What follows belongs to an exercise in optimizing a design on an open flow for small area and a short achievable clock period; a production flow would make more cautious choices. RTL that was checked went through simulation tests only; none was proved equivalent to the original.

==> 04-02: inputs <==
==> flow/design.v (excerpt) <==
module half_sigmoid(
input rstn,
input clk,
input in_valid,
input [15:0] a,
output out_valid,
output [15:0] c
);
localparam DROWS = 2;                           
localparam DSTG  = (12 + DROWS - 1) / DROWS;    
localparam LAT   = 8 + DSTG;                    
reg [LAT:0] vpipe;
always @(posedge clk)
  if (!rstn) vpipe <= 0;
  else       vpipe <= {vpipe[LAT-1:0], in_valid};
assign out_valid = vpipe[LAT];
wire [4:0] E_i   = a[14:10];
wire       clp_i = (E_i > 5'd17);
reg  [9:0] M_0; reg [4:0] E_0; reg s_0, sp_0;
always @(posedge clk) begin
  M_0  <= clp_i ? 10'd0 : a[9:0];
  E_0  <= clp_i ? 5'd18 : E_i;
  s_0  <= a[15];
  sp_0 <= (a[15:1] == 15'h0200);
end
wire        ez_a = (E_0 == 5'd0);
wire [21:0] N_a  = {11'b0, 1'b1, M_0};
wire [21:0] t_a  = (N_a << 10) + (N_a << 9) - (N_a << 6) + (N_a << 2) + N_a;
wire        t21  = t_a[21];
wire [10:0] ym_a = ez_a ? 11'd0 : (t21 ? t_a[21:11] : t_a[20:10]);
reg [10:0] ym_1; reg [4:0] E_1; reg t21_1, sy_1, sp_1;
always @(posedge clk) begin
  ym_1 <= ym_a; E_1 <= E_0; t21_1 <= t21 & ~ez_a; sy_1 <= ~s_0; sp_1 <= sp_0;
end
wire [4:0]  ey_b  = E_1 + {4'b0, t21_1};
wire        big_b = ey_b >= 5'd14;                 
  ...
==> flow/config.mk <==
export PLATFORM = sky130hd
export DESIGN_NAME = half_sigmoid
export DESIGN_NICKNAME = half_sigmoid
export VERILOG_FILES = /design/flow/design.v
export SDC_FILE = /design/flow/constraint.sdc
export NUM_CORES = 8
export LEC_CHECK = 0
export ABC_AREA = 1
export CAP_MARGIN = 20
export CORE_MARGIN = 2
export CORE_UTILIZATION = 40
export CTS_BUF_LIST = sky130_fd_sc_hd__clkbuf_8
export CTS_CLUSTER_SIZE = 30
export GPL_TIMING_DRIVEN = 0
export SETUP_SLACK_MARGIN = 5
export SLEW_MARGIN = 20
==> flow/constraint.sdc <==
create_clock -name core_clock -period 9.5 [get_ports {clk}]
set_input_delay 1.9000 -clock core_clock [delete_from_list [all_inputs] [get_ports {clk}]]
set_output_delay 1.9000 -clock core_clock [all_outputs]
set_load 0.01 [all_outputs]
standard.sh (not shown) runs the stock make flow with config.mk's settings and CLKGATE_MAP_FILE= SYNTH_SCRIPT=/design/flow/synth_recipe.tcl, a recipe that flattens the netlist after the stock synthesis.
==> flow/flow/run.sh <==
#!/bin/bash
# Standard ORFS layout, except that after the standard synthesis the
# combinational logic between the registers is re-mapped by ABC for area
# (flip-flops, their names and cell types are kept as synthesis made them),
# the port buffers are buf_4 cells and timing repair aims at a 3.9 ns period
# (setup margin 5.6 ns at the design's 9.5 ns clock; the SDC is unchanged).
set -euo pipefail
RES=$PWD/orfs/results/$FLOW_PLATFORM/half_sigmoid/base
YOSYS=$FLOW_HOME/../tools/install/yosys/bin/yosys
bash standard.sh synth > synth.log 2>&1
cp $RES/1_2_yosys.v $RES/1_2_yosys_std.v
LIB=$FLOW_HOME/platforms/$FLOW_PLATFORM/lib/sky130_fd_sc_hd__tt_025C_1v80.lib \
IN=$RES/1_2_yosys_std.v OUT=$RES/1_2_yosys.v TOP=$FLOW_TOP \
  $YOSYS -c flow/remap.tcl > remap.log 2>&1
bash standard.sh finish BUFFER_PORTS_ARGS="-buffer_cell sky130_fd_sc_hd__buf_4" SETUP_SLACK_MARGIN=5.6 > standard.log 2>&1
==> flow/flow/abc.constr <==
set_driving_cell sky130_fd_sc_hd__buf_1
set_load 5
==> flow/flow/remap.tcl <==
yosys -import
set lib $::env(LIB)
set dont {}
foreach c {probe_p_8 probec_p_8} { lappend dont -dont_use sky130_fd_sc_hd__$c }
lappend dont -dont_use {sky130_fd_sc_hd__lpflow_*} -dont_use {sky130_fd_sc_hd__fill_*}
read_liberty -ignore_miss_func $lib
read_verilog $::env(IN)
hierarchy -top $::env(TOP)
set seq {}
foreach m [split [string trim [tee -q -s result.string select -list-mod =A:liberty_cell]] "\n"] { }
# keep flip-flops and tie cells as cells
foreach c [split [exec grep -o {sky130_fd_sc_hd__\(df\|conb\|dl\|sdf\|ed\)[a-z0-9_]*} $::env(IN) | sort -u] "\n"] {
  if {$c ne ""} { setattr -mod -set keep_hierarchy 1 $c; lappend seq $c }
}
flatten
opt_clean
abc -liberty $lib {*}$dont -script "+strash;dch,-f;map,-D,2500;topo;buffer;upsize;dnsize" -constr flow/abc.constr
opt_clean -purge
foreach c $seq { blackbox $c }
hierarchy -top $::env(TOP)
hilomap -singleton -hicell sky130_fd_sc_hd__conb_1 HI -locell sky130_fd_sc_hd__conb_1 LO
splitnets
opt_clean -purge
tee -o $::env(OUT).stat stat -liberty $lib
write_verilog -noattr -noexpr -nohex -nodec $::env(OUT)
==> inputs of 11-09, as changes to 04-02 <==
--- a/flow/design.v
+++ b/flow/design.v
@@ -12,15 +12,15 @@
 input clk,
 input in_valid,
 input [15:0] a,
 output out_valid,
 output [15:0] c
 );
 localparam DROWS = 2;                           
-localparam DSTG  = (12 + DROWS - 1) / DROWS;    
+localparam DSTG  = (10 + DROWS - 1) / DROWS;    
 localparam LAT   = 8 + DSTG;                    
 reg [LAT:0] vpipe;
 always @(posedge clk)
   if (!rstn) vpipe <= 0;
   else       vpipe <= {vpipe[LAT-1:0], in_valid};
 assign out_valid = vpipe[LAT];
 wire [4:0] E_i   = a[14:10];
@@ -124,35 +124,37 @@
   reg [10:0] rem_o; reg [11:0] q_o;
   reg [11:0] r2, df; reg ge;
   integer rr, bit_i;
   always @* begin
     rem_o = drem[gs]; q_o = dq[gs];
     for (rr = 0; rr < DROWS; rr = rr + 1) begin
       bit_i = 11 - (gs*DROWS + rr);
-      if (bit_i >= 0) begin
+      if (bit_i >= 2) begin
         if (bit_i == 11) r2 = {1'b0, rem_o};
         else             r2 = {rem_o, 1'b0};
         df = {1'b0, r2[10:0]} - {2'b01, dden[gs]};
         ge = r2[11] | ~df[11];
         q_o[bit_i] = ge;
         rem_o = ge ? df[10:0] : r2[10:0];
       end
     end
   end
   always @(posedge clk) begin
     drem[gs+1] <= rem_o; dq[gs+1] <= q_o; dden[gs+1] <= dden[gs];
     dS[gs+1] <= (gs == 0) ? (dS[gs] + {3'b0, de27} - {3'b0, dt21}) : dS[gs]; dfs[gs+1] <= dfs[gs]; dipv[gs+1] <= dipv[gs];
   end
 end endgenerate
-wire [11:0] q12_f = dq[DSTG];
+wire [11:0] q12_f = {dq[DSTG][11:2], 2'b00};
 wire        bq_f  = q12_f[11];
 wire [3:0]  S_f   = dS[DSTG];                      
 wire [10:0] Qs_f  = q12_f >> S_f;
 wire [11:0] low_f = q12_f & ~(12'hfff << S_f);
-wire        dstk_f = |{low_f[11:1], low_f[0] & ~bq_f};
+wire [12:0] r2s_f = bq_f ? {1'b0, drem[DSTG], 1'b0} : {drem[DSTG], 2'b00};
+wire        stl_f = r2s_f >= {2'b01, dden[DSTG]};
+wire        dstk_f = (|low_f) | stl_f;
 wire [11:0] X_f = !dfs[DSTG] ? (12'd2048 + {1'b0, Qs_f[10:1], 1'b0}) :
                                (12'd2048 - {1'b0, Qs_f} - {11'b0, dstk_f});
 wire [4:0] ipv_f = dipv[DSTG];
 wire       pos_f = ~ipv_f[4] & (ipv_f != 5'd0);
 wire       zr_f  = (ipv_f == 5'd0);
 wire [4:0] sa_f  = pos_f ? (5'd12 - ipv_f) : (5'd1 - ipv_f);
 reg [11:0] X_6; reg pos_6, zr_6; reg [3:0] sa_6; reg sp_6;
--- a/flow/flow/remap.tcl
+++ b/flow/flow/remap.tcl
@@ -10,15 +10,15 @@
 foreach m [split [string trim [tee -q -s result.string select -list-mod =A:liberty_cell]] "\n"] { }
 # keep flip-flops and tie cells as cells
 foreach c [split [exec grep -o {sky130_fd_sc_hd__\(df\|conb\|dl\|sdf\|ed\)[a-z0-9_]*} $::env(IN) | sort -u] "\n"] {
   if {$c ne ""} { setattr -mod -set keep_hierarchy 1 $c; lappend seq $c }
 }
 flatten
 opt_clean
-abc -liberty $lib {*}$dont -script "+strash;dch,-f;map,-D,2500;topo;buffer;upsize;dnsize" -constr flow/abc.constr
+abc -liberty $lib {*}$dont -script "+strash;dch,-f;map,-D,2800;topo;buffer;upsize;dnsize" -constr flow/abc.constr
 opt_clean -purge
 foreach c $seq { blackbox $c }
 hierarchy -top $::env(TOP)
 hilomap -singleton -hicell sky130_fd_sc_hd__conb_1 HI -locell sky130_fd_sc_hd__conb_1 LO
 splitnets
 opt_clean -purge
 tee -o $::env(OUT).stat stat -liberty $lib
==> flow/config.mk (replaced) <==
export PLATFORM = sky130hd
export DESIGN_NAME = half_sigmoid
export DESIGN_NICKNAME = half_sigmoid
export VERILOG_FILES = /design/flow/design.v
export SDC_FILE = /design/flow/constraint.sdc
export NUM_CORES = 8
export LEC_CHECK = 0
export ABC_AREA = 1
export CAP_MARGIN = 20
export CORE_MARGIN = 2
export CORE_UTILIZATION = 40
export GPL_TIMING_DRIVEN = 0
export SETUP_SLACK_MARGIN = 5
export SLEW_MARGIN = 20
==> qor summary <==
metric	11-09	04-02
CTS sink count	410	433
Fraction of standard cell area in multi-input logic	0.505	0.523
Sequential fraction of total cell area	0.259	0.280
Detailed placement HPWL	49900 um	52200 um
Area of combinational cells with multiple inputs	0.0162 mm^2	0.0162 mm^2
Post-route cell area	0.0320 mm^2	0.0310 mm^2
Master of the slowest instance on the critical path	dfxtp_4	xor2_1
Post-route minimum period	4.08 ns	3.69 ns
Die outline height	255 um	263 um
Endpoint arrival time on the critical path	4.58 ns	4.26 ns
Library cell appearing most often on the critical path	buf_4	nand2_1
Number of antenna violations at the first check in global routing	0	1
Status	finished clean	finished clean


==> run Z <==
Another version of the RTL of half_sigmoid (not shown whole).
export LEC_CHECK = 0
export ABC_AREA = 1
export CAP_MARGIN = 20
export CORE_MARGIN = 2
export CORE_UTILIZATION = 40
export SETUP_SLACK_MARGIN = 5
export SLEW_MARGIN = 20
create_clock -name core_clock -period 9.5 [get_ports {clk}]
==> flow/flow/run.sh <==
#!/bin/bash
# Standard ORFS layout, except that after the standard synthesis the
# combinational logic between the registers is re-mapped by ABC for area
# (flip-flops, their names and cell types are kept as synthesis made them).
set -euo pipefail
RES=$PWD/orfs/results/$FLOW_PLATFORM/half_sigmoid/base
YOSYS=$FLOW_HOME/../tools/install/yosys/bin/yosys
bash standard.sh synth > synth.log 2>&1
cp $RES/1_2_yosys.v $RES/1_2_yosys_std.v
LIB=$FLOW_HOME/platforms/$FLOW_PLATFORM/lib/sky130_fd_sc_hd__tt_025C_1v80.lib \
IN=$RES/1_2_yosys_std.v OUT=$RES/1_2_yosys.v TOP=$FLOW_TOP \
  $YOSYS -c flow/remap.tcl > remap.log 2>&1
bash standard.sh > standard.log 2>&1
==> flow/flow/remap.tcl <==
yosys -import
set lib $::env(LIB)
set dont {}
foreach c {probe_p_8 probec_p_8} { lappend dont -dont_use sky130_fd_sc_hd__$c }
lappend dont -dont_use {sky130_fd_sc_hd__lpflow_*} -dont_use {sky130_fd_sc_hd__fill_*}
read_liberty -ignore_miss_func $lib
read_verilog $::env(IN)
hierarchy -top $::env(TOP)
set seq {}
foreach m [split [string trim [tee -q -s result.string select -list-mod =A:liberty_cell]] "\n"] { }
# keep flip-flops and tie cells as cells
foreach c [split [exec grep -o {sky130_fd_sc_hd__\(df\|conb\|dl\|sdf\|ed\)[a-z0-9_]*} $::env(IN) | sort -u] "\n"] {
  if {$c ne ""} { setattr -mod -set keep_hierarchy 1 $c; lappend seq $c }
}
flatten
opt_clean
abc -liberty $lib {*}$dont -script "+strash;dch,-f;map,-D,2000;topo;buffer;upsize;dnsize"
opt_clean -purge
foreach c $seq { blackbox $c }
hierarchy -top $::env(TOP)
hilomap -singleton -hicell sky130_fd_sc_hd__conb_1 HI -locell sky130_fd_sc_hd__conb_1 LO
splitnets
opt_clean -purge
tee -o $::env(OUT).stat stat -liberty $lib
write_verilog -noattr -noexpr -nohex -nodec $::env(OUT)
==> run D (differences from run Z) <==
--- a/flow/flow/run.sh
+++ b/flow/flow/run.sh
@@ -10,4 +10,4 @@
 LIB=$FLOW_HOME/platforms/$FLOW_PLATFORM/lib/sky130_fd_sc_hd__tt_025C_1v80.lib \
 IN=$RES/1_2_yosys_std.v OUT=$RES/1_2_yosys.v TOP=$FLOW_TOP \
   $YOSYS -c flow/remap.tcl > remap.log 2>&1
-bash standard.sh > standard.log 2>&1
+bash standard.sh finish BUFFER_PORTS_ARGS="-buffer_cell sky130_fd_sc_hd__buf_4" > standard.log 2>&1
--- a/flow/flow/remap.tcl
+++ b/flow/flow/remap.tcl
@@ -14,7 +14,7 @@
 }
 flatten
 opt_clean
-abc -liberty $lib {*}$dont -script "+strash;dch,-f;map,-D,2000;topo;buffer;upsize;dnsize"
+abc -liberty $lib {*}$dont -script "+strash;dch,-f;map,-D,2500;topo;buffer;upsize;dnsize"
 opt_clean -purge
 foreach c $seq { blackbox $c }
 hierarchy -top $::env(TOP)
- GPL_TIMING_DRIVEN: default -> 0
==> results.txt <==
- Against run Z, the die area of run D is smaller by about 7.5%.
- In run Z the area after synthesis is larger than in run D, by 8.2%.
- Of run D and run Z, run Z has the higher count of clock-buffer cells in the layout (gap 2).
- In run D the first-iteration DRC count is lower than in run Z, by 51%.
- Of run D and run Z, run D has the higher sequential share of layout area (gap 2.1 points).
- Against run Z, the fmax of run D is smaller by about 1.6%.
- In run Z the setup slack is higher than in run D, by 0.071 ns.
- Between run Z and run D, the lower cell area is in run D (gap about 8%, measured against run D).
- Against run D, the routed wire length of run Z is larger by about 18%.
- In run D the core utilization is higher than in run Z, by 0.28 points.


==> inputs of run a <==
Another version of the RTL of half_sigmoid (not shown whole).
Settings: LEC_CHECK=0, ABC_AREA=0, ABC_CLOCK_PERIOD_IN_PS=4000, CAP_MARGIN=20, CORE_MARGIN=2, CORE_UTILIZATION=40, SETUP_SLACK_MARGIN=5, SLEW_MARGIN=20; clock period 9.5 ns.
run.sh (not shown) runs the stock make flow with config.mk's settings and CLKGATE_MAP_FILE= SYNTH_SCRIPT=/design/flow/synth_recipe.tcl, a recipe that flattens the netlist after the stock synthesis.
Stock flow here: none of the scripts above is used.
==> inputs of run b, as changes to run a <==
==> flow/flow/run.sh (new file) <==
#!/bin/bash
# standard layout, with timing repair aimed at a 3.5 ns period (setup margin 6 ns at 9.5 ns)
bash standard.sh finish SETUP_SLACK_MARGIN=6 > standard.log 2>&1
==> flow/standard.sh (new file) <==
#!/bin/bash
# synth_recipe.tcl (not shown) runs the flow's synth.tcl, then flattens the netlist and writes it again
# the make line also repeats each setting of config.mk as NAME=value (left out here)
make -C /OpenROAD-flow-scripts/flow DESIGN_CONFIG=/design/flow/config.mk WORK_HOME=/design/flow/orfs CLKGATE_MAP_FILE= SYNTH_SCRIPT=/design/flow/synth_recipe.tcl "${@:-finish}"
==> flow/config.mk (replaced) <==
export PLATFORM = sky130hd
export DESIGN_NAME = half_sigmoid
export DESIGN_NICKNAME = half_sigmoid
export VERILOG_FILES = /design/flow/design.v
export SDC_FILE = /design/flow/constraint.sdc
export NUM_CORES = 8
export LEC_CHECK = 0
export ABC_AREA = 1
export CAP_MARGIN = 20
export CORE_MARGIN = 2
export CORE_UTILIZATION = 40
export SETUP_SLACK_MARGIN = 5
export SLEW_MARGIN = 20
removed: flow/run.sh
==> inputs of run c, as changes to run a <==
--- a/flow/design.v
+++ b/flow/design.v
@@ -71,45 +71,45 @@
                   (v2 & ~v4) | (v6 & ~v8) | (v10 & ~v12) | v14,
                   (v1 & ~v2) | (v3 & ~v4) | (v5 & ~v6) | (v7 & ~v8) |
                   (v9 & ~v10) | (v11 & ~v12) | (v13 & ~v14)};
 wire [21:0] F_c  = {11'b0, fm_2};
 wire [21:0] tA_c = (F_c << 10) + (F_c << 9) - (F_c << 5) + (F_c << 3) + F_c;
-reg [21:0] tA_3; reg [10:0] fm_3; reg [2:0] j_3; reg [3:0] k_3; reg [4:0] fe10_3;
+reg [21:0] tA_3; reg [10:0] fm_3; reg [2:0] j_3; reg [3:0] k_3; reg [4:0] fe_3;
 reg fs_3, sp_3; reg [4:0] ipv_3;
 always @(posedge clk) begin
-  tA_3 <= tA_c; fm_3 <= fm_2; j_3 <= j_c; k_3 <= k_c; fe10_3 <= fe_2 + 5'd10;
+  tA_3 <= tA_c; fm_3 <= fm_2; j_3 <= j_c; k_3 <= k_c; fe_3 <= fe_2;
   fs_3 <= fs_2; ipv_3 <= ipv_2; sp_3 <= sp_2;
 end
 wire [21:0] F_d  = {11'b0, fm_3};
 wire [21:0] tp_d = tA_3 + (j_3[0] ? F_d : 22'd0) + (j_3[1] ? (F_d << 1) : 22'd0) +
                           (j_3[2] ? (F_d << 2) : 22'd0);
 wire        tp21 = tp_d[21];
 wire [10:0] mp_d = tp21 ? tp_d[21:11] : tp_d[20:10];
-reg [10:0] mp_4; reg [4:0] fe10_4; reg tp21_4; reg [3:0] k_4; reg fs_4, sp_4; reg [4:0] ipv_4;
+wire [4:0]  ep_d = fe_3 + 5'd10 + {4'b0, tp21};
+reg [10:0] mp_4; reg [4:0] ep_4; reg [3:0] k_4; reg fs_4, sp_4; reg [4:0] ipv_4;
 always @(posedge clk) begin
-  mp_4 <= mp_d; fe10_4 <= fe10_3; tp21_4 <= tp21; k_4 <= k_3; fs_4 <= fs_3; ipv_4 <= ipv_3; sp_4 <= sp_3;
+  mp_4 <= mp_d; ep_4 <= ep_d; k_4 <= k_3; fs_4 <= fs_3; ipv_4 <= ipv_3; sp_4 <= sp_3;
 end
-wire [4:0]  ep_4   = fe10_4 + {4'b0, tp21_4};
 wire [4:0]  epe_e  = (ep_4 < 5'd16) ? 5'd16 : ep_4;
 wire [3:0]  sh_e   = 5'd25 - epe_e;                
 wire [10:0] pint_e = mp_4 >> sh_e;
 wire [10:0] msk_e  = ~(11'h7ff << sh_e);
 wire        stk_e  = |(mp_4 & msk_e);
 wire [12:0] q3_e   = {(11'd1092 + {7'b0, k_4}), 2'b00};
 wire [12:0] n_e    = fs_4 ? (q3_e + {2'b0, pint_e}) : (q3_e + {2'b11, ~pint_e} + {12'b0, ~stk_e});
 wire        e27_e  = n_e[12];
 wire [10:0] Mq_e   = e27_e ? n_e[12:2] : n_e[11:1];
-wire [3:0]  S_e    = 5'd25 - ep_4 + {4'b0, e27_e};
+wire [4:0]  edb_e  = ep_4 - 5'd11 - {4'b0, e27_e};
 reg [10:0] drem [0:DSTG];
 reg [10:0] dden [0:DSTG];
 reg [11:0] dq   [0:DSTG];
-reg [3:0]  dS   [0:DSTG];
+reg [4:0]  dedb [0:DSTG];
 reg        dfs  [0:DSTG];
 reg        dsp  [0:DSTG];
 reg [4:0]  dipv [0:DSTG];
 always @(posedge clk) begin
-  drem[0] <= mp_4; dden[0] <= Mq_e; dq[0] <= 12'd0; dS[0] <= S_e;
+  drem[0] <= mp_4; dden[0] <= Mq_e; dq[0] <= 12'd0; dedb[0] <= edb_e;
   dfs[0] <= fs_4; dsp[0] <= sp_4; dipv[0] <= ipv_4;
 end
 genvar gs;
 generate for (gs = 0; gs < DSTG; gs = gs + 1) begin : dstage
   reg [10:0] rem_o; reg [11:0] q_o;
@@ -128,21 +128,24 @@
       end
     end
   end
   always @(posedge clk) begin
     drem[gs+1] <= rem_o; dq[gs+1] <= q_o; dden[gs+1] <= dden[gs];
-    dS[gs+1] <= dS[gs]; dfs[gs+1] <= dfs[gs]; dsp[gs+1] <= dsp[gs]; dipv[gs+1] <= dipv[gs];
+    dedb[gs+1] <= dedb[gs]; dfs[gs+1] <= dfs[gs]; dsp[gs+1] <= dsp[gs]; dipv[gs+1] <= dipv[gs];
   end
 end endgenerate
 wire [11:0] q12_f = dq[DSTG];
 wire        bq_f  = q12_f[11];
-wire [3:0]  S_f   = dS[DSTG];                      
-wire [10:0] Qs_f  = q12_f >> S_f;
-wire [11:0] low_f = q12_f & ~(12'hfff << S_f);
-wire        dstk_f = |{low_f[11:1], low_f[0] & ~bq_f};
-wire [11:0] X_f = !dfs[DSTG] ? (12'd2048 + {1'b0, Qs_f[10:1], 1'b0}) :
-                               (12'd2048 - {1'b0, Qs_f} - {11'b0, dstk_f});
+wire [10:0] dm_f  = bq_f ? q12_f[11:1] : q12_f[10:0];
+wire [4:0]  ed_f  = dedb[DSTG] - {4'b0, ~bq_f};
+wire [3:0]  sr_f  = 5'd14 - ed_f;                  
+wire [3:0]  k2_f  = 5'd13 - ed_f;                  
+wire [10:0] dpos_f = dm_f >> sr_f;
+wire [10:0] dneg_f = dm_f >> k2_f;
+wire        dstk_f = |(dm_f & ~(11'h7ff << k2_f));
+wire [11:0] X_f = !dfs[DSTG] ? (12'd2048 + {dpos_f, 1'b0}) :
+                               (12'd2048 - {1'b0, dneg_f} - {11'b0, dstk_f});
 reg [11:0] X_6; reg [4:0] ipv_6; reg sp_6;
 always @(posedge clk) begin
   X_6 <= X_f; ipv_6 <= dipv[DSTG]; sp_6 <= dsp[DSTG];
 end
 wire        ipneg_g = ipv_6[4];
==> flow/config.mk (replaced) <==
export PLATFORM = sky130hd
export DESIGN_NAME = half_sigmoid
export DESIGN_NICKNAME = half_sigmoid
export VERILOG_FILES = /design/flow/design.v
export SDC_FILE = /design/flow/constraint.sdc
export NUM_CORES = 8
export LEC_CHECK = 0
export ABC_AREA = 1
export CAP_MARGIN = 20
export CORE_MARGIN = 2
export CORE_UTILIZATION = 40
export SLEW_MARGIN = 20
==> results.cfg <==
[cells_and_area]
syn2layout_area_growth_pct = 31.03
n_fill_cell = 7305
multi_input_area_share = 0.5579

[setup_path]
critPathRequiredTime_ps = 9990
timing.rr.end = dS[0][2]

[detailed_routing]
routedWlPerCell_microns = 17.35

[grt]
grtUsageTotal = 0.2335
grt_max_degree = 72

[outcome]
outcome = finished clean

[floorplanning]
num_rows = 103

[cts]
numCtsBuffers = 52
[end of results for run b]
==> results.cfg <==
[outcome]
outcome = finished clean

[setup_path]
critPathRequiredTime_ps = 9970
timing.rr.end = dS[0][3]

[grt]
grtUsageTotal = 0.2086
grt_max_degree = 88

[logic_synthesis]
synthAdderAreaFrac = 0.1655
synth-compound-area-share = 0.2285
synth_nets = 4551

[cells_and_area]
syn2layout_area_growth_pct = 18.71
n_fill_cell = 7983
multi_input_area_share = 0.6008
multiInputGateArea_sq_um = 24070

[timing]
min_period_ps = 4859

[detailed_routing]
routedWlPerCell_microns = 17.54

[cts]
numCtsBuffers = 51

[floorplanning]
num_rows = 106
[end of results for run a]
==> results.cfg <==
[cts]
numCtsBuffers = 51
cts_max_level = 2
tritoncts = done

[setup_path]
timing.rr.end = X_6[11]
critPathRequiredTime_ps = 10030
cp_top_family = adder cells

[grt]
grtUsageTotal = 0.2214
top_usage_layer = met2
grt_max_degree = 55
grt_remaining_overflow = 0

[cells_and_area]
syn2layout_area_growth_pct = 9.981
n_fill_cell = 8150
multi_input_area_share = 0.5639

[logic_synthesis]
synthMuxAreaShare = 0.0009372

[floorplanning]
num_rows = 103

[outcome]
outcome = finished clean

[detailed_routing]
routedWlPerCell_microns = 16.58
[end of results for run c]
No functional check of the RTL was part of any run of this note.

==> separate check: timing with driven ports <==
Ports are ideal in the flow. The routed layouts listed here were re-timed in OpenROAD.
Step 1: set_driving_cell puts a clkbuf_16 on clk and a buf_2 on each other input, an assumption about the parent block.
Step 2 moves the port delays by t, midway between the first and last clock arrival at a register: inputs arrive t later, outputs are due t later. That takes back most of the time a late clock gives input paths.
Three values: no drivers, after step 1, after step 2; two values: the first two.
run	t, ns	setup WS [ns]	worst setup path after step 2	clock arrival spread, ns	worst data-port slew with drivers (ns)
04-02	0.708	5.812 / 5.812 / 5.812	register to register	0.050 / 0.049	0.04
11-09	0.645	5.423 / 5.423 / 5.423	register to register	0.049 / 0.049	0.05
run Z	0.655	5.258 / 5.258 / 5.258	register to register	0.019 / 0.019	0.04
run D	0.649	5.187 / 5.187 / 5.187	register to register	0.025 / 0.025	0.04
run a	0.658	4.641 / 4.641 / 4.641	register to register	0.024 / 0.024	0.03
run b	0.673	5.565 / 5.565 / 5.565	register to register	0.030 / 0.029	0.06
run c	0.665	3.893 / 3.893 / 3.893	register to register	0.025 / 0.024	0.03
After both steps every run listed still meets setup and hold.
